Background: an optimization exercise with open tools, aiming at small area. Do not read the settings as production practice. At most, simulation tests tie the RTL to the original design; equivalence was not proved. Power is estimated from default activity; no workload was simulated.

v6:
==> module lab4_2, before the edit <==
module lab4_2(
			input[2:0] studentID,
			input[2:0] credit,
			input [1:0] mode,
			input  incTime,
			input CLK,
			input rst,
			output reg [4:0]  stime,
			output reg  [2:0] idOutput,
			output reg endOfListWar,
			output [3:0] studentCount,
			output reg  [6:0] totalCredits
	);
	reg [7:1] rg, rp;
	reg [5:0] R [1:7];
	reg [4:0] S [1:7];
	function [7:0] radd;
		input [7:0] a, b;
		input ci;
		input integer n;
		integer i;
		reg c;
		begin
			radd = 8'd0;
			c = ci;
			for (i = 0; i < 8; i = i + 1)
				if (i < n) begin
					radd[i] = a[i] ^ b[i] ^ c;
					c = (a[i] & b[i]) | (c & (a[i] ^ b[i]));
				end else if (i == n)
					radd[i] = c;
		end
	endfunction
	function [2:0] pop7;
		input [6:0] x;
		reg s1, c1, s2, c2, c3;
		begin
			s1 = x[0] ^ x[1] ^ x[2]; c1 = (x[0] & x[1]) | (x[2] & (x[0] ^ x[1]));
			s2 = x[3] ^ x[4] ^ x[5]; c2 = (x[3] & x[4]) | (x[5] & (x[3] ^ x[4]));
			pop7[0] = s1 ^ s2 ^ x[6]; c3 = (s1 & s2) | (x[6] & (s1 ^ s2));
			pop7[1] = c1 ^ c2 ^ c3;
			pop7[2] = (c1 & c2) | (c3 & (c1 ^ c2));
		end
	endfunction
	wire live = ~rst & ~incTime;
	wire m0 = live & (mode == 2'd0);
	wire m1 = live & (mode == 2'd1);
	wire m2 = live & (mode == 2'd2);
	wire m3 = live & (mode == 2'd3);
	wire sub = mode[0];      
	wire [5:0] opnd = {{3{sub}}, credit ^ {3{sub}}};
	reg [7:1] sel, spend, elig, big, low, updR, holdR, updS, holdS;
	reg [5:0] sum [1:7];
	reg [7:0] t;
	integer k;
	always @* begin
		for (k = 1; k <= 7; k = k + 1) begin
			t = radd({2'b0, R[k]}, {2'b0, opnd}, sub, 6);
			sum[k]   = t[5:0];
			sel[k]   = (studentID == k);
			spend[k] = sel[k] & rg[k] & t[6] & (|sum[k]);
			big[k]   = (S[k] > 4);
			elig[k]  = rg[k] & ~big[k];
			low[k]   = rg[k] & ~rp[k] & ~t[6];
			updR[k]  = (m1 & spend[k]) | (m2 & elig[k]);
			holdR[k] = ~rst & ~updR[k];
			updS[k]  = m1 & spend[k];
			holdS[k] = live & ~updS[k] & ~(m2 & big[k]);
		end
	end
	reg [4:0] Ssel;
	always @* begin
		Ssel = 5'd0;
		for (k = 1; k <= 7; k = k + 1)
			Ssel = Ssel | (S[k] & {5{sel[k]}});
	end
	wire [7:0] Sn = radd({3'b0, Ssel}, {5'b0, credit}, 1'b0, 5);
	wire [4:0] Snew = Sn[4:0];
	reg [7:1] win;
	reg [2:0] wid;
	always @* begin
		win = 7'd0;
		wid = 3'd0;
		for (k = 7; k >= 1; k = k - 1)
			if (low[k]) begin
				win = 7'd0;
				win[k] = 1'b1;
				wid = k;
			end
	end
	wire [2:0] N = pop7(elig);
	wire [5:0] P = ({3'b0, credit & {3{N[0]}}}) + ({2'b0, credit & {3{N[1]}}, 1'b0}) + ({1'b0, credit & {3{N[2]}}, 2'b0});
	wire anyspend = |spend;
	wire [6:0] tadd = mode[1] ? {1'b0, P} : {4'b1111, ~credit};
	wire [7:0] tn = radd({1'b0, totalCredits}, {1'b0, tadd}, ~mode[1], 7);
	assign studentCount = {1'b0, pop7(rg)};
	always @(posedge CLK) begin
		for (k = 1; k <= 7; k = k + 1) begin
			R[k] <= ({6{updR[k]}} & sum[k]) | ({6{holdR[k]}} & R[k]);
			S[k] <= ({5{updS[k]}} & Snew) | ({5{holdS[k]}} & S[k]);
		end
		if (rst) begin
			stime <= 0;
			idOutput <= 0;
			endOfListWar <= 0;
			totalCredits <= 0;
			rg <= 0;
			rp <= 0;
		end else if (incTime) begin
			stime <= (stime == 5'd23) ? 5'd0 : stime + 5'd1;
		end else begin
			if (mode == 2'd3) begin
				idOutput <= wid;
				if (~|low) endOfListWar <= 1'b1;
				rp <= rp | win;
			end else begin
				idOutput <= 0;
				endOfListWar <= 0;
				rp <= 0;
			end
			if (mode == 2'd0)
				rg <= rg | sel;
			if (mode == 2'd2 || (mode == 2'd1 && anyspend))
				totalCredits <= tn[6:0];
		end
	end
endmodule
export LEC_CHECK = 0
export ABC_AREA = 1
export CAP_MARGIN = 0
export CORE_MARGIN = 2
export CORE_UTILIZATION = 50
export SLEW_MARGIN = 0
create_clock -name core_clock -period 12.0 [get_ports {CLK}]
standard.sh (not shown) runs the stock make flow with config.mk's settings and CLKGATE_MAP_FILE= SYNTH_SCRIPT=/design/flow/synth_recipe.tcl, a recipe that flattens the netlist after the stock synthesis.
==> flow/flow/run.sh <==
#!/bin/bash
# Own layout flow:
#  1. the standard synthesis, unchanged;
#  2. the combinational logic re-mapped for area with a few ABC scripts (registers, full-adder
#     and tie cells kept as they are); the smallest result that yosys proves equivalent to the
#     standard netlist is kept, else the standard netlist;
#  3. the rest of the standard layout, with the ports buffered by the smallest buffer and a
#     clock tree without dummy loads.
# Each tool's output goes to a log file of its own in this folder.
set -uo pipefail
WORK=$(pwd)
RES=$WORK/orfs/results/$FLOW_PLATFORM/lab4_2/base
YOSYS=yosys
if [[ -x $FLOW_HOME/../tools/install/yosys/bin/yosys ]]; then
  YOSYS=$FLOW_HOME/../tools/install/yosys/bin/yosys
fi

bash standard.sh synth > $WORK/flow_1_synth.log 2>&1 || exit 1

cp $RES/1_2_yosys.v $WORK/std.v
LIB=$FLOW_HOME/platforms/$FLOW_PLATFORM/lib/sky130_fd_sc_hd__tt_025C_1v80.lib
DU=$(sed -n '/DONT_USE_CELLS +=/,/^$/p' $FLOW_HOME/platforms/$FLOW_PLATFORM/config.mk \
  | grep -o 'sky130_fd_sc_hd__[A-Za-z0-9_]*' | sed 's/^/-dont_use /' | tr '\n' ' ')
mkdir -p $WORK/remap
for s in flow/abc_*.abc; do
  n=$(basename $s .abc)
  sed -e "s#@LIB@#$LIB#g" -e "s#@IN@#$WORK/std.v#g" -e "s#@OUT@#$WORK/remap/$n.v#g" \
      -e "s#@ABC@#$WORK/$s#g" -e "s#@DU@#$DU#g" flow/remap.ys > $WORK/remap/$n.ys
  ( $YOSYS -s $WORK/remap/$n.ys > $WORK/remap/$n.log 2>&1 ) &
done
wait
# smallest first
ls $WORK/remap/*.log | while read l; do
  a=$(grep "Chip area for top module" $l | tail -1 | awk '{print $NF}')
  [[ -n "$a" && -s ${l%.log}.v ]] && echo "$a ${l%.log}"
done | sort -g > $WORK/remap/areas.txt
cat $WORK/remap/areas.txt
chosen=""
while read a base; do
  sed -e "s#@LIB@#$LIB#g" -e "s#@GOLD@#$WORK/std.v#g" -e "s#@GATE@#$base.v#g" flow/equiv.ys > $base.eq.ys
  if timeout 900 $YOSYS -s $base.eq.ys > $base.eq.log 2>&1; then chosen=$base; break; fi
done < $WORK/remap/areas.txt
if [[ -n "$chosen" ]]; then
  echo "remap: using $chosen"
  cp $chosen.v $RES/1_2_yosys.v
  rm -f $RES/1_synth.odb $RES/1_synth.sdc
else
  echo "remap: none proven, keeping the standard netlist"
fi

bash standard.sh \
  "BUFFER_PORTS_ARGS=-buffer_cell sky130_fd_sc_hd__buf_1" \
  "CTS_ARGS=-sink_clustering_enable -repair_clock_nets -dont_use_dummy_load -buf_list sky130_fd_sc_hd__clkbuf_8" \
  finish > $WORK/flow_3_layout.log 2>&1
Other scripts of this flow, unchanged in this note and not shown: flow/flow/abc_amap.abc, flow/flow/abc_ds3_nf.abc, flow/flow/abc_ds_amap.abc, flow/flow/abc_ds_nf.abc, flow/flow/abc_nf.abc, flow/flow/equiv.ys, flow/flow/remap.ys
The inputs of v7 differ from those of v6 as listed below.
--- a/flow/design.v
+++ b/flow/design.v
@@ -59,7 +59,7 @@
 			t = radd({2'b0, R[k]}, {2'b0, opnd}, sub, 6);
 			sum[k]   = t[5:0];
 			sel[k]   = (studentID == k);
-			spend[k] = sel[k] & rg[k] & t[6] & (|sum[k]);
+			spend[k] = sel[k] & t[6] & (|sum[k]);    
 			big[k]   = (S[k] > 4);
 			elig[k]  = rg[k] & ~big[k];
 			low[k]   = rg[k] & ~rp[k] & ~t[6];
@@ -89,22 +89,20 @@
 				wid = k;
 			end
 	end
-	wire [2:0] N = pop7(elig);
+	wire [2:0] N = pop7(updR);
 	wire [5:0] P = ({3'b0, credit & {3{N[0]}}}) + ({2'b0, credit & {3{N[1]}}, 1'b0}) + ({1'b0, credit & {3{N[2]}}, 2'b0});
-	wire anyspend = |spend;
-	wire [6:0] tadd = mode[1] ? {1'b0, P} : {4'b1111, ~credit};
-	wire [7:0] tn = radd({1'b0, totalCredits}, {1'b0, tadd}, ~mode[1], 7);
+	wire [7:0] tn = radd({1'b0, totalCredits}, {1'b0, sub, P[5:3] | {3{sub}}, P[2:0] ^ {3{sub}}}, sub, 7);
 	assign studentCount = {1'b0, pop7(rg)};
 	always @(posedge CLK) begin
 		for (k = 1; k <= 7; k = k + 1) begin
 			R[k] <= ({6{updR[k]}} & sum[k]) | ({6{holdR[k]}} & R[k]);
 			S[k] <= ({5{updS[k]}} & Snew) | ({5{holdS[k]}} & S[k]);
 		end
+		totalCredits <= {7{~rst}} & tn[6:0];
 		if (rst) begin
 			stime <= 0;
 			idOutput <= 0;
 			endOfListWar <= 0;
-			totalCredits <= 0;
 			rg <= 0;
 			rp <= 0;
 		end else if (incTime) begin
@@ -121,8 +119,6 @@
 			end
 			if (mode == 2'd0)
 				rg <= rg | sel;
-			if (mode == 2'd2 || (mode == 2'd1 && anyspend))
-				totalCredits <= tn[6:0];
 		end
 	end
 endmodule
Results
Taking v6 as the reference, in v7 inverter count shrank by about 50%; growth of design area from synthesis to finish moved up; hold slack went down by 0.0041 ns. Sort v7 and v6 by setup slack asc -> top: v7. For the sum of buffers and inverters on the critical path, v7 came in 5 higher than v6 did. NOTE overall power after layout v6->v7 increased by a few percent. Summary — period utilization, v7 relative to v6: higher, by 24 points. For the signal arrival time at the worst endpoint, v7 came in 2.89 ns higher than v6 did. Looking at synthesized cell area, v7 sits about 1.6% lower than v6 does. The critical path depth of v7 exceeds that of v6 by 16. When the final numbers for v7 and v6 were put side by side, the share of total power in the clock network turned out to be greater in v6.
Only the layout flow was run in v6; the RTL was not checked for function there.

## what the ideal ports hide
How much do the figures lean on ideal ports? The routed layouts below were timed once more, with nothing changed but the port constraints.
Step 1: set_driving_cell puts a clkbuf_16 on CLK and a buf_2 on each other input, an assumption about the parent block.
Step 2 moves the port delays by t, midway between the first and last clock arrival at a register: inputs arrive t later, outputs are due t later. That takes back most of the time a late clock gives input paths.
a / b / c = ideal / step 1 / step 2; a / b = the first two.
| run | shift t [ns] | slack for setup (ns) | worst setup path after step 2 | worst register clock-pin slew, ns | worst slew at a driven data input, ns |
|---|---|---|---|---|---|
| v6 | 0.420 | 3.635 / 3.621 / 3.200 | input to register | 0.11 / 0.11 | 0.05 |
| v7 | 0.412 | 0.697 / 0.704 / 0.291 | input to register | 0.11 / 0.11 | 0.03 |
After both steps setup and hold are still met in every run listed. The setup slack of v6, which loses most, moves by -0.014 ns with the drivers and by -0.435 ns with both steps.
